Background: an optimization exercise with open tools, aiming at small area and a short achievable clock period. Do not read the settings as production practice.
For this run, only the layout was checked, not whether the RTL still works.
Power and IR drop assume default switching activity.

--- flow/config.mk ---
export PLATFORM = sky130hd
export DESIGN_NAME = data_path
export DESIGN_NICKNAME = data_path
export VERILOG_FILES = /design/flow/design.v
export SDC_FILE = /design/flow/constraint.sdc
export NUM_CORES = 4
export LEC_CHECK = 0
export CAP_MARGIN = 20
export CELL_PAD_IN_SITES_DETAIL_PLACEMENT = 1
export CELL_PAD_IN_SITES_GLOBAL_PLACEMENT = 2
export CORE_MARGIN = 2
export CORE_UTILIZATION = 35
export PLACE_DENSITY = 0.42
export SLEW_MARGIN = 20
--- flow/run.sh ---
#!/bin/bash
# synth_recipe.tcl (not shown) runs the flow's synth.tcl, then flattens the netlist and writes it again
# the make line also repeats each setting of config.mk as NAME=value (left out here)
make -C /OpenROAD-flow-scripts/flow DESIGN_CONFIG=/design/flow/config.mk WORK_HOME=/design/flow/orfs CLKGATE_MAP_FILE= SYNTH_SCRIPT=/design/flow/synth_recipe.tcl finish
--- flow/design.v ---
`default_nettype none
module alu(src_ina,
           src_inb,
           alu_control,
           alu_result,
           alu_flags,
           swap);
    input [31:0] src_ina;
    input [31:0] src_inb;
    input [2:0] alu_control;
    output reg  [31:0] alu_result;
    output [3:0] alu_flags;
    input swap;
    wire zero,overflow,carry,neg;
    reg cout;
    wire [31:0] src_a,src_b;
    assign src_a = swap? src_inb: src_ina;
    assign src_b = swap? src_ina: src_inb;
    wire carry_in = 1'b0;
    always @(*) begin
        cout <= 1'b0;
        alu_result <= 32'b0;
        case (alu_control)
            3'b000: {cout,alu_result} <=  src_a + src_b;
            3'b001: {cout,alu_result} <=  src_a - src_b;
            3'b010: alu_result <=  src_a & src_b;
            3'b011: alu_result <=  src_a | src_b;
            3'b100: {cout,alu_result} <= src_a + src_b + carry_in;
            3'b101: {cout,alu_result} <= src_a - src_b - carry_in;
            3'b111: alu_result <=  src_a ^ src_b;
        endcase
    end
    assign zero = (alu_result==0)? 1 : 0;
    assign neg = alu_result[31]? 1 : 0;
    assign overflow = ((~(alu_control[0]) & (src_a[31] ~^ src_b[31]) || 
                         (alu_control[0]) & (src_a[31] ^ src_b[31])) &&
                        (src_a[31] ^ alu_result[31]) &&
                       ~(alu_control[1])) ?1:0;
    assign carry = (~alu_control[1]&cout);
    assign alu_flags = {neg,zero,carry,overflow};    
endmodule
`default_nettype none
module cond_logic(clk,reset,pcs,reg_w,mem_w,flag_w,cond,alu_flag,
                 branch,
                 pc_src,reg_write,mem_write,no_write,
                 branch_take);
    input clk,reset,pcs,reg_w,mem_w;
    input [1:0] flag_w;
    input [3:0] alu_flag,cond;
    input branch;
    output pc_src,reg_write,mem_write;
    input no_write;
    output branch_take;
    wire cond_ex;
    wire [3:0] flags;
    wire [1:0] flag_write;
    ff  #(2)ff_h(.clk(clk),
        .reset(reset),
        .en(flag_write[1]),
        .d(alu_flag[3:2]),
        .q(flags[3:2]));
    ff  #(2)ff_l(.clk(clk),
        .reset(reset),
        .en(flag_write[0]),
        .d(alu_flag[1:0]),
        .q(flags[1:0]));
    cond_check cond_check_u(.cond(cond),.flags(flags),.cond_ex(cond_ex));
    assign flag_write = flag_w;
    assign pc_src = pcs & cond_ex;
    assign reg_write = reg_w & cond_ex & ~no_write;
    assign mem_write = (mem_w & cond_ex)?1:0;
    assign branch_take = branch & cond_ex;
endmodule
module cond_check(cond,flags,cond_ex);
    input [3:0] cond,flags;
    output reg cond_ex;
    wire neg,zero,carry,overflow;
    assign {neg,zero,carry,overflow} = flags;
    always @(*) begin
        case (cond)
            4'b0000: cond_ex <= zero;
            4'b0001: cond_ex <= ~zero;
            4'b0010: cond_ex <= carry;
            4'b0011: cond_ex <= ~carry;
            4'b0100: cond_ex <= neg;
            4'b0101: cond_ex <= ~neg;
            4'b0110: cond_ex <= overflow;
            4'b0111: cond_ex <= ~overflow;
            4'b1000: cond_ex <= ~zero & carry;
            4'b1001: cond_ex <= zero | ~carry;
            4'b1010: cond_ex <= ~(neg ^ overflow);
            4'b1011: cond_ex <= neg ^ overflow;
            4'b1100: cond_ex <= ~zero & ~(neg ^ overflow);
            4'b1101: cond_ex <= zero | (neg ^ overflow);
            4'b1110: cond_ex <= 1'b1;
            default: cond_ex <= 1'b0;
        endcase
    end
endmodule
module ff #(parameter W = 8)
          (clk,reset,en,d,q);
 input clk,reset,en;
 input [W-1:0] d;
 output reg [W-1:0] q;
    always @(posedge clk or posedge reset) begin
        if (reset) q<=0;
        else if (en) q<=d;
    end
endmodule
`default_nettype none
module decoder(
               instr_d,
               pcs,
               reg_w,
               mem_w,
               mem_to_reg,
               alu_src,
               imm_src,
               reg_src,
               alu_control,
               flag_w,
               no_write,
               shift_flag,
               swap,
               branch,
               link,
               interrupt_svc,
               cop_src,
               cop_w,
               mul_flag,
               mul_control,
               psr_w,
               psr_select,
               psr_src
               );
    input [31:0] instr_d;
    output pcs,reg_w,mem_w,mem_to_reg,alu_src;
    output [1:0] imm_src,reg_src,flag_w;
    output reg [2:0] alu_control;
    output no_write;
    output shift_flag;
    output swap;
    output branch;
    output link;
    output interrupt_svc;
    output cop_src;
    output cop_w;
    output mul_flag;
    output mul_control;
     output reg psr_w;
     output reg psr_select;
     output reg psr_src;
    wire [1:0] op;
    wire [5:0] funct;
    wire [3:0] rd;
    assign op = instr_d[27:26];
    assign funct = instr_d[25:20];
    assign rd = instr_d[15:12];
    reg [9:0] control;
    wire alu_op;
    always @(*) begin
        psr_src <= 0;
        psr_w <= 0;
        psr_select <= 0;
        case (op)
            2'd0:
                if (funct[5]) begin
                    control <= 10'b0001001001;
                end
                else if (funct==6'b010010) begin
                    control <= 10'b1000000010;    
                end
                else if (funct == 6'b0 && instr_d[7:4]==4'b1001) begin
                    control <= 10'b0001001001;
                end
                else if (funct == 6'b010000) begin
                    psr_src <= 1;
                    psr_w <= 0;
                    psr_select <= 0;
                    control <= 10'b0000000000;
                end
                else if (funct == 6'b010100) begin
                    psr_src <= 1;
                    psr_w <= 0;
                    psr_select <= 1;
                    control <= 10'b0000000000;
                end
                else if (funct == 6'b010100) begin
                    psr_src <= 0;
                    psr_w <= 1;
                    psr_select <= 0;
                    control <= 10'b0000000000;
                end
                else if (funct == 6'b010110) begin
                    psr_src <= 0;
                    psr_w <= 1;
                    psr_select <= 1;
                    control <= 10'b0000000000;
                end
                else if (funct == 6'b110010) begin
                    psr_src <= 0;
                    psr_w <= 1;
                    psr_select <= 0;
                    control <= 10'b0001100000;
                end
                else if (funct == 6'b110110) begin
                    psr_src <= 0;
                    psr_w <= 1;
                    psr_select <= 1;
                    control <= 10'b0001100000;
                end
                else begin
                    control <= 10'b0000001001; 
                end 
            2'd1:
                if (funct[0]) begin
                    control <= 10'b0101011000;                   
                end else begin
                    control <= 10'b0011010100;
                end
            2'd2:
                control <= 10'b1001100010;
            2'd3:
                if (funct[5]) 
                    control <= 10'b1001100010;
                else
                    control <= 10'b0001001001;
        endcase
    end
    assign mul_flag = (funct == 6'b0 && instr_d[7:4]==4'b1001)?1:0;
    assign mul_control = (instr_d[21] == 1)? 1 : 0;
    assign interrupt_svc = (op==2'd3) ? 1'b1 : 1'b0;
   assign cop_src = ({op,funct[5:4],funct[0]} == 5'b11100)?1:0;
   assign cop_w = ({op,funct[5:4],funct[0]} == 5'b11101)?1:0;
    assign link = (branch & (funct[5:4]==2'b11))||(op==2'd3)? 1'b1 : 1'b0;
    assign {branch,mem_to_reg,mem_w,alu_src,imm_src, reg_w,reg_src,alu_op} = control;
    wire [3:0] cmd;
    assign cmd = funct[4:1];
    always @(*) begin
        if (alu_op) begin
            case (cmd) 
                4'b0100: alu_control <= 3'b000;
                4'b0010: alu_control <= 3'b001;
                4'b0000: alu_control <= 3'b010;
                4'b1100: alu_control <= 3'b011;
                4'b1010: alu_control <= 3'b001;
                4'b1000: alu_control <= 3'b010;
                4'b1101: alu_control <= 3'b000;
                4'b1011: alu_control <= 3'b000;
                4'b0101: alu_control <= 3'b100;
                4'b0001: alu_control <=  3'b111;
                4'b0001: alu_control <=  3'b000;
                4'b1001: alu_control <= 3'b111;
                4'b0011: alu_control <= 3'b001;
                default: alu_control <= 3'b000;
            endcase
        end 
        else begin
            alu_control <= 2'b00;
        end
    end
    assign flag_w[1] = alu_op & funct[0];
    assign flag_w[0] = alu_op & funct[0] & 
                            (alu_control == 3'b00 || 
                             alu_control == 3'b01);
    assign no_write = (cmd == 4'b1010 || 
                       cmd == 4'b1011 || 
                       cmd == 4'b1001 ||
                       cmd == 4'b111) && alu_op 
                      ? 1'b1 : 1'b0;
    assign shift_flag = (cmd==4'b1101)||(branch && funct==6'b010010)? 1'b1 : 1'b0;
    assign pcs = ((rd==4'd15)&reg_w)|branch;
    assign swap = (cmd==4'b0011)||(branch && funct==6'b010010)? 1 : 0;
endmodule
`default_nettype none
module extend(instr,imm_src,
              ext_imm);
    input [23:0]instr ;
    input [1:0] imm_src;
    output reg [31:0]ext_imm;
    always @(*) begin
        case (imm_src) 
            2'b00: ext_imm <= {24'b0,instr[7:0]};
            2'b01: ext_imm <= {20'b0,instr[11:0]};
            2'b10: ext_imm <= {{6{instr[23]}},instr[23:0],2'b00};
            default: ext_imm <= 32'b0;
        endcase      
    end        
endmodule
module reg_file(clk,
                reset,
                we3,
                link,
                a1,
                a2,
                a3,
                a4,
                wd3,
                r15,
                mode,
                rd1,
                rd2,
                rd3,
                rd4);
    input clk,reset,we3,link;
    input [3:0] a1,a2,a3,a4;
    input [31:0] wd3,r15;
    input [2:0] mode;
    output [31:0] rd1,rd2,rd3,rd4;
    wire [31:0] r14;
    reg [31:0] cpsr;
    integer i;
    always @(posedge clk) begin
      if (we3) begin 
        if (ra3_sel != 15)
            reg_bank[ra3_sel] <= wd3;
      end
      else if (link) begin
            if (mode==0) 
                reg_bank[14] <= r15-4;
        end
      else if (reset) begin
        for(i=0;i<30;i++) begin
            reg_bank[i] = 32'b0;
        end
      end
    end
    wire [6:0] ra1_sel;
    wire [6:0] ra2_sel;
    wire [6:0] ra3_sel;
    wire [6:0] ra4_sel;
    assign ra1_sel = reg_select(mode,a1);
    assign ra2_sel = reg_select(mode,a2);
    assign ra3_sel = reg_select(mode,a3);
    assign ra4_sel = reg_select(mode,a4);
    assign rd1 = (a1==4'b1111)? r15 : reg_bank[ra1_sel];
    assign rd2 = (a2==4'b1111)? r15 : reg_bank[ra2_sel];
    assign rd3 = (a3==4'b1111)? r15 : reg_bank[ra3_sel];
    assign rd4 = (a4==4'b1111)? r15 : reg_bank[ra4_sel];
    reg [31:0] reg_bank [29:0];
function [4:0] reg_select;
    input [2:0] mode;
    input [3:0] select;
    begin
        casez ({mode,select})
            7'b???0???: reg_select = {2'b0,select}; 
            7'b0001???: reg_select= {2'b0,select};
            7'b0011???: reg_select = select+14;
            7'b0101101: reg_select = 14+4;
            7'b0101110: reg_select = 14+4+1;
            7'b0111101: reg_select = 14+4+2;
            7'b0111110: reg_select = 14+4+3;
            7'b1001101: reg_select = 14+4+4;
            7'b1001110: reg_select = 4+4+5;
            7'b1011101: reg_select = 14+4+6;
            7'b1011110: reg_select = 14+4+7;
            default: reg_select = {1'b0,select};
        endcase
    end
endfunction 
    wire [31:0] r0,r1,r2,r3,r4,r5,r6,r7,r8,r9,r10,r11,r12,r13;
    wire [31:0] r8_fiq,r9_fiq ,r10_fiq,r11_fiq,r12_fiq,r13_fiq,r14_fiq;
    wire [31:0] r13_irq,r14_irq;
    wire [31:0] r13_svc,r14_svc;
    assign r0 = reg_bank[0];
    assign r1 = reg_bank[1];
    assign r2 = reg_bank[2];
    assign r3 = reg_bank[3];
    assign r4 = reg_bank[4];
    assign r5 = reg_bank[5];
    assign r6 = reg_bank[6];
    assign r7 = reg_bank[7];
    assign r8 = reg_bank[8];
    assign r9 = reg_bank[9];
    assign r10 = reg_bank[10];
    assign r11 = reg_bank[11];
    assign r12 = reg_bank[12];
    assign r13 = reg_bank[13];
    assign r14 = reg_bank[14];
    assign r8_fiq = reg_bank[15];
    assign r9_fiq = reg_bank[16];
    assign r10_fiq = reg_bank[17];
    assign r11_fiq = reg_bank[18];
    assign r12_fiq = reg_bank[19];
    assign r13_fiq = reg_bank[20];
    assign r14_fiq = reg_bank[15];
    wire [31:0]spsr_fiq;
    wire [31:0]spsr_irq;
    wire [31:0]spsr_svc;
    wire [31:0]spsr_undef;
    wire [31:0]spsr_abt;
endmodule
module shift(alu_src, instr, rd2, rd3, imm, shift_result);
    input  alu_src;
    input [11:0] instr;
    input [31:0] rd2;
    input [31:0] rd3;
    input [31:0] imm;
    output reg [31:0] shift_result;
    wire [1:0] sh;
    wire [5:0] shamt;
    wire flag;
    assign {shamt,sh,flag} = instr[11:4];
    wire [31:0] src;
    assign src = alu_src ? imm :
                 (instr[7:4]==4'b0001) ? rd2:
                 instr[4] ? rd3 :
                 shamt;
    wire [31:0] ror_out;
    wire carry=1'b0;
    always @(*) begin
        shift_result <= 32'b0;
        if (alu_src==1'b1) begin
            if (instr[11:4]==8'b0) begin
                shift_result <= src;
            end
        end
        else if(instr[7:4]==4'b0001) begin 
                shift_result <= src;
        end
        else
            case (sh)
                2'b00: if (instr[11:4]!=0) 
                        shift_result <= rd2 << src;
                2'b01: shift_result <= rd2 >> src;
                2'b10:
                    shift_result <= rd2 >> src;
                2'b11:
                    if (instr[11:4]==0) begin
                        shift_result <= ror_out;
                    end 
                    else begin
                        shift_result <= ror_out;
                    end 
             endcase 
    end 
assign ror_out = 
                 src[7:0] == 8'd 0  ? {carry, rd2                  } :   
                 src[4:0] == 5'd 0  ? {rd2[31], rd2                    } :   
                 src[4:0] == 5'd 1  ? {rd2[ 0], rd2[    0], rd2[31: 1]} :
                 src[4:0] == 5'd 2  ? {rd2[ 1], rd2[ 1: 0], rd2[31: 2]} :
                 src[4:0] == 5'd 3  ? {rd2[ 2], rd2[ 2: 0], rd2[31: 3]} :
                 src[4:0] == 5'd 4  ? {rd2[ 3], rd2[ 3: 0], rd2[31: 4]} :
                 src[4:0] == 5'd 5  ? {rd2[ 4], rd2[ 4: 0], rd2[31: 5]} :
                 src[4:0] == 5'd 6  ? {rd2[ 5], rd2[ 5: 0], rd2[31: 6]} :
                 src[4:0] == 5'd 7  ? {rd2[ 6], rd2[ 6: 0], rd2[31: 7]} :
                 src[4:0] == 5'd 8  ? {rd2[ 7], rd2[ 7: 0], rd2[31: 8]} :
                 src[4:0] == 5'd 9  ? {rd2[ 8], rd2[ 8: 0], rd2[31: 9]} :
                 src[4:0] == 5'd10  ? {rd2[ 9], rd2[ 9: 0], rd2[31:10]} :
                 src[4:0] == 5'd11  ? {rd2[10], rd2[10: 0], rd2[31:11]} :
                 src[4:0] == 5'd12  ? {rd2[11], rd2[11: 0], rd2[31:12]} :
                 src[4:0] == 5'd13  ? {rd2[12], rd2[12: 0], rd2[31:13]} :
                 src[4:0] == 5'd14  ? {rd2[13], rd2[13: 0], rd2[31:14]} :
                 src[4:0] == 5'd15  ? {rd2[14], rd2[14: 0], rd2[31:15]} :
                 src[4:0] == 5'd16  ? {rd2[15], rd2[15: 0], rd2[31:16]} :
                 src[4:0] == 5'd17  ? {rd2[16], rd2[16: 0], rd2[31:17]} :
                 src[4:0] == 5'd18  ? {rd2[17], rd2[17: 0], rd2[31:18]} :
                 src[4:0] == 5'd19  ? {rd2[18], rd2[18: 0], rd2[31:19]} :
                 src[4:0] == 5'd20  ? {rd2[19], rd2[19: 0], rd2[31:20]} :
                 src[4:0] == 5'd21  ? {rd2[20], rd2[20: 0], rd2[31:21]} :
                 src[4:0] == 5'd22  ? {rd2[21], rd2[21: 0], rd2[31:22]} :
                 src[4:0] == 5'd23  ? {rd2[22], rd2[22: 0], rd2[31:23]} :
                 src[4:0] == 5'd24  ? {rd2[23], rd2[23: 0], rd2[31:24]} :
                 src[4:0] == 5'd25  ? {rd2[24], rd2[24: 0], rd2[31:25]} :
                 src[4:0] == 5'd26  ? {rd2[25], rd2[25: 0], rd2[31:26]} :
                 src[4:0] == 5'd27  ? {rd2[26], rd2[26: 0], rd2[31:27]} :
                 src[4:0] == 5'd28  ? {rd2[27], rd2[27: 0], rd2[31:28]} :
                 src[4:0] == 5'd29  ? {rd2[28], rd2[28: 0], rd2[31:29]} :
                 src[4:0] == 5'd30  ? {rd2[29], rd2[29: 0], rd2[31:30]} :
                                                 {rd2[30], rd2[30: 0], rd2[31:31]} ;
endmodule
module multiply(
    input clk,
    input reset,
    input [31:0] in_a,
    input [31:0] in_b,
    input [31:0] in_c,
    input funct,
    output zero,
    output neg,
    output [31:0] mul_out
);
    wire [63:0] product;
    assign product = funct ? in_a * in_b + in_c :in_a * in_b;
    assign mul_out = product[31:0];
    assign neg = product[32];
    assign zero = product[31:0]==32'b0;
endmodule
module fetch(
    input clk,
    input reset, 
    input [31:0] result_w,
    input pc_src_w,
    input [31:0] instr,
    input stall_f,
    input branch_take_e,
    input [31:0]alu_result_e,
    input interrupt_e,
    input [31:0] interrupt_vector_e,
    output  [31:0] instr_f,
    output reg [31:0] pc_f,
    output [31:0] pc_plus4_f    
);
    wire [31:0] pc_next;
    wire [31:0] pc;
   assign pc_next = interrupt_e? interrupt_vector_e :
                    (pc_src_w)? result_w : 
                    pc_plus4_f;
   assign pc = branch_take_e ? alu_result_e : pc_next;
   assign pc_plus4_f = pc_f + 4;
   always @(posedge clk or posedge reset) begin
         if (reset) begin 
             pc_f <= 32'b0;
         end
         else if (stall_f) begin
            pc_f<=pc_f;
         end
         else begin 
            pc_f <= pc;
         end
   end
    assign instr_f = instr;
endmodule
module decode(
    input clk,
    input reset,
    input [31:0] instr_f,
    input [31:0] pc_plus4_f,
    input we3,
    input [3:0] wa3_w,
    input stall_d,
    input flush_d,
    input [31:0] alu_out_m,
    input irq,
    input firq,
    input irq_mask_e,
    input firq_mask_e,
    output [3:0] ra1_d,
    output [3:0] ra2_d,
    output pc_src_d,
    output reg_write_d,
    output mem_to_reg_d,
    output mem_write_d,
    output [2:0] alu_control_d,
    output branch_d,
    output alu_src_d,
    output [1:0] flag_write_d,
    output [1:0] imm_src_d,
    output [1:0] reg_src_d,
    output [3:0] cond_d,
    output [31:0] rd1_d,
    output [31:0] rd2_d,
    output [31:0] rs_d,
    output swap_d,
    output [31:0] ext_imm_d,
    output shift_flag_d,
    output [31:0] shift_result_d,
    output [3:0] wa3_d,
    output [3:0] interrupt_request_d,
    output  irq_mask_d,
    output  firq_mask_d,
    output mul_flag_d,
    output mul_control_d
);
    wire [2:0] mode;
    reg firq_mask;
    reg irq_mask;
    reg [31:0] instr_d;
    always @(posedge clk) begin
        if (reset) begin
            instr_d <=32'b0;
            firq_mask <= 1'b0;
            irq_mask <= 1'b0;
        end
        else if (stall_d) 
            instr_d<=32'b0;
        else  begin
            instr_d <= instr_f;
            firq_mask <= firq_mask_e;
            irq_mask <= irq_mask_e;
        end
    end
    assign interrupt_request_d =  firq ? 1 :
                                  irq ? 2 :
                                  interrupt_svc? 3 :
                                  0;
    wire [1:0] op;
    wire [5:0] funct;
    wire [3:0] rd;
    wire [3:0] ra1;
    wire [3:0] ra2;
    wire [3:0] ra4;
    wire [31:0] rd4;
    assign cond_d = instr_d[31:28];
    assign op = instr_d[27:26];
    assign funct = instr_d[25:20];
    assign wa3_d = (mul_flag_d==1'b1)? instr_d[19:16] : instr_d[15:12];
    assign rd = instr_d[15:12];
    assign ra1 = (reg_src_d[0]) ? 4'd15 : 
                 (mul_flag_d==1'b1) ? instr_d[15:12] 
                 : instr_d[19:16];
    assign ra2 = (reg_src_d[1]) ? instr_d[15:12] : instr_d[3:0];
    assign ra4 = instr_d[11:8];
    wire [31:0] rd3;
    assign rs_d = rd4;
   wire [31:0] ext_imm;
   extend extend_u(.instr(instr_d[23:0]),.imm_src(imm_src_d),
              .ext_imm(ext_imm_d));
    assign ra1_d = ra1;
    assign ra2_d = ra2;
    wire [31:0] pc_plus8_d;
    assign pc_plus8_d = pc_plus4_f + 4;
    wire [31:0] src_a,src_b;
    reg_file reg_file_u(.clk(clk),
                        .reset(reset),
                        .we3(we3),
                        .link(link),
                        .a1(ra1),
                        .a2(ra2),
                        .a3(wa3_w),
                        .a4(ra4),
                        .wd3(alu_out_m),
                        .r15(pc_plus8_d),
                        .mode(mode),
                        .rd1(rd1_d),
                        .rd2(rd2_d),
                        .rd3(rd3),
                        .rd4(rd4));
    wire no_write_d;
    wire [31:0] psr_out;
    wire [31:0] psr_in;
    wire psr_w;
    wire psr_src;
    assign psr_in = (alu_src_d) ? ext_imm_d : rd2_d;
    psr psr_u(
        .clk(clk),
        .reset(reset),
        .we(psr_w),
        .mode(mode),
        .psr_select(psr_select),
        .write(psr_in),
        .read(psr_out));
    wire [31:0] shift_result;
    shift shift_u(.alu_src(alu_src_d), 
                .instr(instr_d[11:0]), 
                .rd2(rd2_d), 
                .rd3(rd3), 
                .imm(ext_imm_d), 
                .shift_result(shift_result_d));
    wire link;
    wire interrupt_svc;
    wire cop_src;
    wire cop_w;
    assign mode = firq ? 1 :
                  irq ? 2 :
                  interrupt_svc ? 3 :                  
                  0;
    assign firq_mask_d = firq;
    assign irq_mask_d = irq | firq | interrupt_svc;
    wire psr_select;
    decoder decoder_u(
                .instr_d(instr_d),
                .pcs(pc_src_d),
                .reg_w(reg_write_d),
                .mem_w(mem_write_d),
                .mem_to_reg(mem_to_reg_d),
                .alu_src(alu_src_d),
                .imm_src(imm_src_d),
                .reg_src(reg_src_d),
                .alu_control(alu_control_d),
                .flag_w(flag_write_d),
                .no_write(no_write_d),
                .shift_flag(shift_flag_d),
                .swap(swap_d),
                .branch(branch_d),
                .link(link),
                .interrupt_svc(interrupt_svc),
                .cop_src(cop_src),
                .cop_w(cop_w),
                .mul_flag(mul_flag_d),
                .mul_control(mul_control_d),
                .psr_w(psr_w),
                .psr_select(psr_select),
                .psr_src(psr_src)
                );
wire [31:0] coprocessor_data;
coprocessor coprocessor_u(
     .clk(clk),
     .reset(reset),
     .write_enable(instr_d[20]),
     .opcode1(instr_d[23:21]),
     .opcode2(instr_d[7:5]),
     .cp_num(instr_d[11:8]),
     .crn(instr_d[19:16]),
     .crm(instr_d[3:0]),
     .rd(rd3),
     .read_data(coprocessor_data)
);
endmodule
module coprocessor(
    input clk,
    input reset,
    input write_enable,
    input [2:0] opcode1,
    input [2:0] opcode2,
    input [3:0] cp_num,
    input [3:0] crn,
    input [3:0] crm,
    input [31:0] rd,
    output reg [31:0] read_data
);
    reg [2:0] cache_control;
    reg [31:0] cacheable_area;
    always @(posedge clk) begin
        if (reset) begin
            cache_control = 2'b0;
            cacheable_area = 32'b0;
        end
        else if (write_enable)
            case (crn) 
                2: cache_control <= rd[1:0];
                3: cacheable_area <= rd;
            endcase
        else
            case (crn)
                2: read_data <= {30'b0,cache_control};
                3: read_data <= cacheable_area;
                default read_data <= 32'b0;
            endcase
    end
endmodule
module psr(
    input clk,
    input reset,
    input we,
    input [2:0]mode,
    input psr_select,
    input [31:0] write,
    output reg [31:0] read
);
    reg [31:0] r[2:0];
    wire reg_select;
    assign reg_select = psr_select ? mode : 0;
    integer i;
    always @(posedge clk) begin
        if (reset) begin
            for (i=0;i<5;i++) begin
                r[i] <= 31'b0;
            end
        end
        else if (we) 
            r[reg_select] <= write;
        else       
            read <= r[reg_select];
    end
endmodule
module execute(
    input clk,
    input reset,
    input pc_src_d,
    input reg_write_d,
    input mem_to_reg_d,
    input mem_write_d,
    input branch_d,
    input [1:0] flag_write_d,
    input [3:0] cond_d,
    input [2:0] alu_control_d,
    input swap_d,
    input alu_src_d,
    input [1:0] imm_src_d,
    input [31:0] result_w,
    input [31:0] alu_out_m,
    input [3:0] wa3_w,
    input [1:0] forward_a_e,
    input [1:0] forward_b_e,
    input [31:0] rd1_d,
    input [31:0] rd2_d,
    input [31:0] rs_d,
    input [31:0] ext_imm_d,
    input shift_flag_d,
    input [31:0] shift_result_d,
    input flush_e,
    input [3:0] wa3_d,
    input [3:0] interrupt_request_d,
    input irq_mask_d,
    input firq_mask_d,
    input mul_flag_d,
    input mul_control_d,
    output reg pc_src_e,
    output reg reg_write_e,
    output reg mem_to_reg_e,
    output reg mem_write_e,
    output [31:0] alu_result_e,
    output [31:0] write_data_e,
    output reg [3:0] wa3_e,
    output branch_take_e,
    output [31:0] interrupt_vector_e,
    output interrupt_e,
    output reg irq_mask_e,
    output reg firq_mask_e
);
    wire [31:0] src_a_e;
    wire [31:0] src_b_e;
    reg branch_e;
    reg flag_wirte_e;
    reg alu_src_e;
    reg [31:0] ext_imm_e;
    reg [2:0] alu_control_e;
    reg [3:0] cond_e;
    reg [1:0] flag_write_e;
    reg [31:0] rd1_e;
    reg [31:0] rd2_e;
    reg [31:0] rs_e;
    reg flag_e;
    wire flags = 1'b0;
    reg shift_flag_e;
    reg [31:0] shift_result_e;
    reg swap_e;
    reg [3:0] interrupt_request_e;
    reg mul_control_e;
    always @(posedge clk) begin
        if (reset || flush_e) begin
            pc_src_e <=1'b0;
            reg_write_e <=1'b0;
            mem_to_reg_e<=1'b0;
            mem_write_e<=1'b0;
            alu_control_e<=3'b0;
            branch_e<=1'b0;
            alu_src_e<=1'b0;
            flag_write_e<=2'b0;
            cond_e<=4'b0;
            flag_e<=2'b0;
            rd1_e<=32'b0;
            rd2_e<=32'b0;
            ext_imm_e<=32'b0;
            cond_e<=4'b0;
            wa3_e <= 4'b0;
            shift_flag_e <=0;
            shift_result_e <= 32'b0;
            swap_e <= 1'b0;
            interrupt_request_e <= 4'b0;
            irq_mask_e <= 1'b0;
            firq_mask_e <= 1'b0;
            rs_e <= 32'b0;
            mul_control_e <= 32'b0;
        end
        else begin
            pc_src_e <=pc_src_d;
            reg_write_e <=reg_write_d;
            mem_to_reg_e<=mem_to_reg_d;
            mem_write_e<=mem_write_d;
            alu_control_e<=alu_control_d;
            branch_e<=branch_d;
            alu_src_e<=alu_src_d;
            flag_write_e<=flag_write_d;
            cond_e<=cond_d;
            flag_e<=flags;
            rd1_e<=rd1_d;
            rd2_e<=rd2_d;
            ext_imm_e<=ext_imm_d;
            wa3_e <= wa3_d;
            shift_flag_e <= shift_flag_d;
            shift_result_e <= shift_result_d;
            swap_e <= swap_d;
            interrupt_request_e <= interrupt_request_d;
            irq_mask_e <= irq_mask_d;
            firq_mask_e <= firq_mask_d;
            rs_e <= rs_d;
            mul_control_e <= mul_control_d;
        end
    end
    assign interrupt_vector_e = (interrupt_request_e == 4'd1) ? 32'h0000001c : 
                                (interrupt_request_e == 4'd2) ? 32'h00000018 :
                                (interrupt_request_e == 4'd3) ? 32'h00000008 : 
                                32'h0;
    assign interrupt_e = interrupt_request_e? 1'b1 : 1'b0;
    wire [3:0] alu_flags;
    wire [31:0] src_b;
    assign src_a_e = (forward_a_e == 2'b00) ? rd1_e :
                     (forward_a_e == 2'b01) ? result_w :
                     (forward_a_e == 2'b10) ? alu_out_m :
                     rd1_d;
    assign src_b = (forward_b_e == 2'b00) ? rd2_e :
                   (forward_b_e == 2'b01) ? result_w :
                   (forward_b_e == 2'b10) ? alu_out_m :
                   rd2_d;
   assign write_data_e = src_b;
   assign src_b_e = alu_src_e ? ext_imm_e : src_b;
    wire [31:0] alu_result;
    alu alu_u(
    .src_ina(src_a_e),
    .src_inb(src_b_e),
    .alu_control(alu_control_e),
    .alu_result(alu_result),
    .alu_flags(alu_flags),
    .swap(swap_e));
    wire [31:0] mul_out;
    wire mul_neg;
    wire mul_zero;
    multiply multiply_u(
        .clk(clk),
        .reset(reset),
        .in_a(rd1_e),
        .in_b(rs_e),
        .in_c(rd2_e),
        .funct(mul_control_e),
        .neg(mul_neg),
        .zero(mul_zero),
        .mul_out(mul_out)
    );
    assign alu_result_e = shift_flag_e ? shift_result_e : 
                          mul_flag_d ? mul_out : 
                          alu_result;
wire pc_src;
wire reg_write;
wire mem_write;
wire no_write = 1'b0;
cond_logic cond_logic_u(
    .clk(clk),
    .reset(reset),
    .pcs(pc_src_e),
    .reg_w(reg_write_e),
    .mem_w(mem_write_e),
    .flag_w(flag_write_e),
    .cond(cond_e),
    .branch(branch_e),
    .alu_flag(alu_flags),
    .pc_src(pc_src),
    .reg_write(reg_write),
    .mem_write(mem_write),
    .no_write(no_write),
    .branch_take(branch_take_e));
endmodule
module mem(
    input clk,
    input reset,
    input pc_src_e,
    input reg_write_e,
    input mem_to_reg_e,
    input mem_write_e,
    input [31:0] alu_result_e,
    input [31:0] write_data_e,
    input [3:0] wa3_e,
    output reg pc_src_m,
    output reg reg_write_m,
    output reg mem_to_reg_m,
    output reg mem_write_m,
    output [31:0] alu_out_m,
    output reg [31:0] write_data_m,
    output reg [3:0] wa3_m
);
    reg [31:0] alu_result_m;
    always @(posedge clk) begin
        if (reset) begin
            pc_src_m<=1'b0;
            reg_write_m<=1'b0;
            mem_to_reg_m<=1'b0;
            mem_write_m<=1'b0;
            write_data_m<=32'b0;
            wa3_m<=32'b0;
            alu_result_m=32'b0;
        end
        else begin
            pc_src_m <= pc_src_e;
            reg_write_m <= reg_write_e;
            mem_to_reg_m <= mem_to_reg_e;
            mem_write_m <= mem_write_e;
            write_data_m <= write_data_e;
            wa3_m <= wa3_e;
            alu_result_m <= alu_result_e;
        end
    end
    assign alu_out_m = alu_result_m;
endmodule
module wb(
    input clk,
    input reset,
    input pc_src_m,
    input reg_write_m,
    input mem_to_reg_m,
    input [31:0] rd_m,
    input [31:0] alu_out_m,
    input [3:0] wa3_m,
    output reg pc_src_w,
    output reg reg_write_w,
    output [31:0] result_w,
    output reg [3:0] wa3_w
);
reg [31:0] read_draw_w;
reg [31:0] alu_out_w;
reg mem_to_reg_w;
    always @(posedge clk) begin
        if (reset) begin
            pc_src_w<=1'b0;
            reg_write_w<=1'b0;
            mem_to_reg_w<=1'b0;
            read_draw_w<=0;
            alu_out_w<=32'b0;
            wa3_w <=4'b0;
        end
        else begin
            pc_src_w<=pc_src_m;
            reg_write_w<=reg_write_m;
            mem_to_reg_w<=mem_to_reg_m;
            read_draw_w<=rd_m;
            alu_out_w<=alu_out_m;
            wa3_w <=wa3_m;
        end
    end
    assign result_w = mem_to_reg_w ? read_draw_w : alu_out_w;
endmodule
module data_path (
    input clk,
    input reset,
    input [31:0] instr,
    input [31:0] read_data,
    input irq,
    input firq,
    output [31:0] pc,
    output [31:0] addr_data,
    output [31:0] write_data,
    output we
    );
localparam [3:0] USER_MODE = 4'd0,
                 SYSTEM_MODE = 4'd1,
                 SVC_MODE = 4'd2,
                 IRQ_MODE = 4'd6;
    wire [31:0] result_w;
    wire [31:0] alu_out_m;
    wire [31:0] alu_result_e;
    wire ldr_stall;
    wire pc_write_pending_f;
    wire mul_control_d;
    wire [31:0] rs_d;
    wire [31:0] alu_result;
    wire pc_src_w;
    wire [31:0] instr_f;
    wire [31:0] pc_f;
    wire [31:0] pc_plus4_f;
    assign pc = pc_f;
    wire branch_take_e;
    wire interrupt_e;
    wire [31:0] interrupt_vector_e;
    wire irq_mask_e;
    wire firq_mask_e;
    wire irq_mask_d;
    wire firq_mask_d;
    fetch fetch_u(
     .clk(clk),
     .reset(reset), 
    .result_w(result_w),
     .pc_src_w(pc_src_w),
     .instr(instr),
     .stall_f(ldr_stall | pc_write_pending_f),
     .branch_take_e(branch_take_e),
     .alu_result_e(alu_result_e),
     .interrupt_e(interrupt_e),
     .interrupt_vector_e(interrupt_vector_e),
     .instr_f(instr_f),
      .pc_f(pc_f),
      .pc_plus4_f(pc_plus4_f)
    );
    wire pc_src_d;
    wire reg_write_d;
    wire mem_to_reg_d;
    wire mem_write_d;
    wire [2:0] alu_control_d;
    wire branch_d;
    wire [1:0] flag_write_d;
    wire [1:0] imm_src_d;
    wire [1:0] reg_src_d;
    wire [3:0] cond_d;
    wire [31:0] instr_d;
    wire [31:0] rd1_d;
    wire [31:0] rd2_d;
    wire [31:0] ext_imm_d;
    wire [3:0] wa3_w;
    wire reg_write_w;
    wire alu_src_d;
    wire [31:0] shift_result;
    wire shift_flag;
    wire [3:0] wa3_d;
    wire [3:0] ra1_d;
    wire [3:0] ra2_d;
    wire swap_d;
    wire [3:0] interrupt_request_d;
    wire mul_flag_d;
    wire [31:0] mul_out_d;
    decode decode_u(
        .clk(clk),
        .reset(reset),
         .instr_f(instr_f),
        .pc_plus4_f(pc_plus4_f),
        .we3(reg_write_w),
        .wa3_w(wa3_w),
        .stall_d(ldr_stall),
        .flush_d(pc_write_pending_f | pc_src_w | branch_take_e),
        .irq(irq),
        .firq(firq),
        .irq_mask_e(irq_mask_e),
        .firq_mask_e(firq_mask_e),
        .alu_out_m(result_w),
        .ra1_d(ra1_d),
        .ra2_d(ra2_d),
        .pc_src_d(pc_src_d),
        .reg_write_d(reg_write_d),
        .mem_to_reg_d(mem_to_reg_d),
        .mem_write_d(mem_write_d),
        .alu_control_d(alu_control_d),
        .branch_d(branch_d),
        .alu_src_d(alu_src_d),
        .flag_write_d(flag_write_d),
        .imm_src_d(imm_src_d),
        .reg_src_d(reg_src_d),
        .cond_d(cond_d),
        .rd1_d(rd1_d),
        .rd2_d(rd2_d),
        .swap_d(swap_d),
        .ext_imm_d(ext_imm_d),
        .shift_flag_d(shift_flag),
        .shift_result_d(shift_result),
        .wa3_d(wa3_d),
        .interrupt_request_d(interrupt_request_d),
        .irq_mask_d(irq_mask_d),
        .firq_mask_d(firq_mask_d),
        .mul_flag_d(mul_flag_d),
        .mul_control_d(mul_control_d),
        .rs_d(rs_d)
    );
     wire pc_src_e;
     wire reg_write_e;
     wire mem_to_reg_e;
     wire mem_write_e;
     wire [31:0] write_data_e;
     wire [3:0] wa3_e;
     wire [1:0] forward_a_e;
     wire [1:0] forward_b_e;
    execute execute_u(
        .clk(clk),
        .reset(reset),
        .pc_src_d(pc_src_d),
        .reg_write_d(reg_write_d),
        .mem_to_reg_d(mem_to_reg_d),
        .mem_write_d(mem_write_d),
        .branch_d(branch_d),
        .flag_write_d(flag_write_d),
        .cond_d(cond_d),
        .alu_control_d(alu_control_d),
        .swap_d(swap_d),
        .alu_src_d(alu_src_d),
        .imm_src_d(imm_src_d),
        .result_w(result_w),
        .alu_out_m(alu_out_m),
        .wa3_w(wa3_w),
        .forward_a_e(forward_a_e),
        .forward_b_e(forward_b_e),
        .rd1_d(rd1_d),
        .rd2_d(rd2_d),
        .ext_imm_d(ext_imm_d),
            .shift_flag_d(shift_flag),
            .shift_result_d(shift_result),
        .flush_e(ldr_stall | branch_take_e),
        .wa3_d(wa3_d),
        .interrupt_request_d(interrupt_request_d),
        .irq_mask_d(irq_mask_d),
        .firq_mask_d(firq_mask_d),
        .mul_flag_d(mul_flag_d),
        .mul_control_d(mul_control_d),
        .rs_d(rs_d),
        .pc_src_e(pc_src_e),
        .reg_write_e(reg_write_e),
        .mem_to_reg_e(mem_to_reg_e),
        .mem_write_e(mem_write_e),
        .alu_result_e(alu_result_e),
        .write_data_e(write_data_e),
        .wa3_e(wa3_e),
        .branch_take_e(branch_take_e),
        .interrupt_vector_e(interrupt_vector_e),
        .interrupt_e(interrupt_e),
        .irq_mask_e(irq_mask_e),
        .firq_mask_e(firq_mask_e)
    );
     wire pc_src_m;
     wire reg_write_m;
     wire mem_to_reg_m;
     wire  mem_write_m;
     wire [31:0] read_data_m;
     wire [31:0] write_data_m;
     wire [3:0] wa3_m;
    assign we = mem_write_m;
    assign addr_data = alu_out_m;
    assign write_data = write_data_m;
    mem mem_u(
        .clk(clk),
        .reset(reset),
        .pc_src_e(pc_src_e),
        .reg_write_e(reg_write_e),
        .mem_to_reg_e(mem_to_reg_e),
        .mem_write_e(mem_write_e),
        .alu_result_e(alu_result_e),
        .write_data_e(write_data_e),
        .wa3_e(wa3_e),
        .pc_src_m(pc_src_m),
        .reg_write_m(reg_write_m),
        .mem_to_reg_m(mem_to_reg_m),
        .mem_write_m(mem_write_m),
        .alu_out_m(alu_out_m),
        .write_data_m(write_data_m),
        .wa3_m(wa3_m)
    );
    wb wb_u(
        .clk(clk),
        .reset(reset),
        .pc_src_m(pc_src_m),
        .reg_write_m(reg_write_m),
        .mem_to_reg_m(mem_to_reg_m),
        .rd_m(read_data),
        .alu_out_m(alu_out_m),
        .wa3_m(wa3_m),
        .pc_src_w(pc_src_w),
        .reg_write_w(reg_write_w),
        .result_w(result_w),
        .wa3_w(wa3_w)
    );
    assign forward_a_e = ((wa3_m == ra1_d) & reg_write_m) ? 2'b10:
                         ((wa3_w == ra1_d) & reg_write_w) ? 2'b01:
                                                            2'b00;
    assign forward_b_e = (wa3_m == ra2_d) & (reg_write_m) ? 2'b10:
                         (wa3_w == ra2_d) & (reg_write_w) ? 2'b01:
                                                            2'b00;                                  
    wire stall_d;
    wire stall_f;
    wire flush_e;
    assign ldr_stall = ((ra1_d == wa3_e) | (ra2_d == wa3_e)) & mem_to_reg_e;
    assign pc_write_pending_f = pc_src_d | pc_src_e | pc_src_m;
endmodule
--- flow/constraint.sdc ---
create_clock -name core_clock -period 15.0 [get_ports {clk}]
set_input_delay 3.0000 -clock core_clock [delete_from_list [all_inputs] [get_ports {clk}]]
set_output_delay 3.0000 -clock core_clock [all_outputs]
set_load 0.01 [all_outputs]
==> impl_results.md <==
* Post_cts resized at 0
* TritonCTS Buffers at 184
* Setup TNS at 0 ps
* Layout Skew at 97.3 ps
* RSZ-0062 raised after global routing: no
* Root buffer cell: clkbuf_16
* Synth Register Bits at 1416
* DR WL/cell at 43.4 um
* Fin. Hold Viols at 0
* Global Route Usage Sum at 0.475
* Max FFs per register at 1024
* PwrDens at 108 nW/um^2
* CORE AREA at 352000 sq um
* Post-place setup slack at 2570 ps
* Port Buffers at 164
* Post-CTS setup buffer count at 0
* DRT Wirelength at 880000 um
* Share of cells above drive strength 1 at 0.117
* H-tree levels at 4
* Fill count at 41.8k
* Most used DFF post-synth: dfxtp_1
* CTS Hold Bufs at 0
* Via Count at 143k
* Met2 Usage GRT at 0.666
* YS warnings at 14
* CP Data Required Time at 15800 ps
* DR DRC count at 0
* Vias per inst at 7.06
* Syn_nets at 16.7k
* Worst skew pair latency at 980 ps
* Area Growth Syn to Fin at 11.4%
* Overall power at 14.9 mW
* TritonCTS clock tree: yes
* Mapped cell area at 124000 sq um
* Status: no timing/DRC/antenna violations
* Relative slew slack at 0.0796
* I/O pin total at 165
* Crit Path Class: in -> reg
* Fin Hold WS at 411 ps
* Lkg Pwr at 49.5 nW
* Number of global-route vias before repair at 139k
* Final setup fails at 0
* Die X at 599 um
* Dpl hpwl at 601000 um
* Post-synth EDFFs at 96
* Max Freq at 80.9 MHz
* # rows at 218
* Final Max Tran Viols at 0
* Drt pass-1 iters at 6
* Min Tclk post-route at 12360 ps
* Initial Util at 0.352
* Crit path DAT at 13160 ps
* NumNets Final at 16.1k
* Reg with most FFs: decode_u.reg_file_u.reg_bank
* Busiest grt layer: met2
* Commonest non-fill, non-tap cell in the layout: nand2_1
* Hold WC Path Type: reg -> reg
* Antenna Nets Post-Route at 0
* Avg Inst Size Synth at 7.77 sq um
* Largest net degree at the start of global routing at 204
* Reg clk slew, reported paths at 60 ps
* Max-cap violation count at 0
* Initial DRC Count at 22.3k
* Die H at 599 um
* Clock buffer depth at 4
* GPL Wtd Cong at 1.08
* Most frequent cells in the layout: nand2_1 (2763), nor2_1 (1593), a211oi_1 (1327)
* GRT met1 Usage at 0.587
* Worst setup SP type: primary input
* Period utilisation layout at 0.824
* Total grt overflow at 0
* Sequential fraction of the synthesis area at 0.238
* Die area at 359000 sq um
* Fin worst setup slack at 2640 ps
* Synth unique cells at 117
* Initial antenna violation count at 122
* First-pass GRT wire length at 1190000 um
* Global Route met3 Usage at 0.180
* Critical path endpoint category: flip-flop
* Async set-reset flop share out of synthesis at 0.0254
* Worst Tran Pin Value at 1380 ps
* Clk sinks at 1416
* Post-Syn Instances at 16.0k
* Placed Area at 132000 sq um
* Final Cell Area at 138000 sq um
* Largest fanout on the critical path at 88
* Peak VDD IR at 0.0000973 V
## cells by family after synthesis
kind of cell | synth area share
muxes | 0.125
DFF | 0.238
adders and majority gates | 0.0933
and+or+nand+nor | 0.219
xor gates and xnor gates | 0.0182
AOI/OAI and AO/OA | 0.233
buffers and inverters | 0.0737
## final cells by class
| type | count | area (sq um) | area share |
|---|---|---|---|
| inverter | 715 | 2680 | 0.0194 |
| tap | 4730 | 5920 | 0.0429 |
| clock buffer | 260 | 5300 | 0.0384 |
| antenna | 69 | 173 | 0.00125 |
| timing repair buffer | 776 | 6720 | 0.0487 |
| clock inverter | 71 | 793 | 0.00575 |
| sequential | 1416 | 29500 | 0.214 |
| multi-input combinational | 12200 | 86900 | 0.630 |
## power by group
| part | total, mW | internal, mW | leakage, nW | switching, mW |
|---|---|---|---|---|
| sequential | 4.17 | 3.92 | 11.8 | 0.253 |
| combinational | 5.94 | 1.48 | 34.7 | 4.47 |
| clock | 4.74 | 2.70 | 3.00 | 2.04 |
## metrics by stage
stage | utilization | cells
CTS | 0.391 | 20200
global route | 0.391 | 20200
finish | 0.392 | 20300
floorplan | - | 16000
global placement | 0.373 | 19800
detailed placement | 0.373 | 19800
## synthesized netlist by cell type, drive strengths merged (73+ instances only)
library cell,instances,area share
nor2,1647,0.050
xor2,83,0.0059
inv,711,0.022
edfxtp,96,0.023
a211oi,1337,0.081
a311oi,192,0.014
xnor2,175,0.012
mux4,532,0.097
mux2i,270,0.022
nor3,174,0.0071
o21ai,716,0.029
o221ai,116,0.0082
dfxtp,1284,0.21
o211ai,103,0.0063
nor2b,94,0.0047
and3,439,0.022
and2,282,0.014
nand2,2783,0.084
a31oi,315,0.016
clkbuf,1191,0.036
ha,266,0.027
buf,413,0.016
nand3,473,0.019
o22ai,219,0.011
fa,411,0.066
a21oi,585,0.024
nor4,79,0.0044
mux2,73,0.0067
## per-layer routing
metal  up-vias  wire (um)
met3      3182     118000
met1     72500     330000
met2     11100     353000
met4        76      78800
met5         -        618
li1      56200          -
## path summary, 6_finish.rpt
path	start	endpoint	slack [ps]	cells past startpoint
worst max-delay path	irq	execute_u.shift_result_e[11]	2640	20
worst min-delay path	flip-flop	execute_u.flag_write_e[0]	410	1
worst max register to register	decode_u.instr_d[26]	fetch_u.pc_f[31]	3540	30
worst min register to register	flip-flop	execute_u.flag_write_e[0]	410	1
max in group asynchronous	reset	fetch_u.pc_f[12]	11300	3
min in group asynchronous	reset	execute_u.cond_logic_u.ff_h.q[0]	2550	2
## worst max-delay path, stage by stage
cell	delay, ps
clkdlybuf4s50_1	740
nand2b_1	270
nor4_4	700
buf_4	440
or4_4	650
nand2_8	560
buf_12	470
mux2_2	390
a2111oi_0	440
a211o_1	340
o211ai_1	430
a21o_2	460
nor2_1	770
nand2_2	70
buf_4	350
nor2_1	680
a222oi_1	250
nor4_1	700
o311ai_1	570
a221oi_1	440

[afterwards: timing with drivers on the ports]
The flow's constraints put no driver on any port. The routed layout listed below was extracted and timed again, unchanged, in two steps. Step 1 sets driving cells, clkbuf_16 on the clock port and buf_2 on the other inputs (assumed; they add their load-dependent delay and slew). Step 2 moves the port delays by t, midway between the first and last clock arrival at a register: inputs arrive t later, outputs are due t later. That takes back most of the time a late clock gives input paths. a / b / c = ideal / step 1 / step 2; a / b = the first two.
t, ns: 1.058
setup slack, ns: 2.638 / 2.535 / 1.477
cell pins on the clock port's net: 1
After both steps setup and hold are still met in this run. The setup slack of this run moves by -0.103 ns with the drivers and by -1.161 ns with both steps.
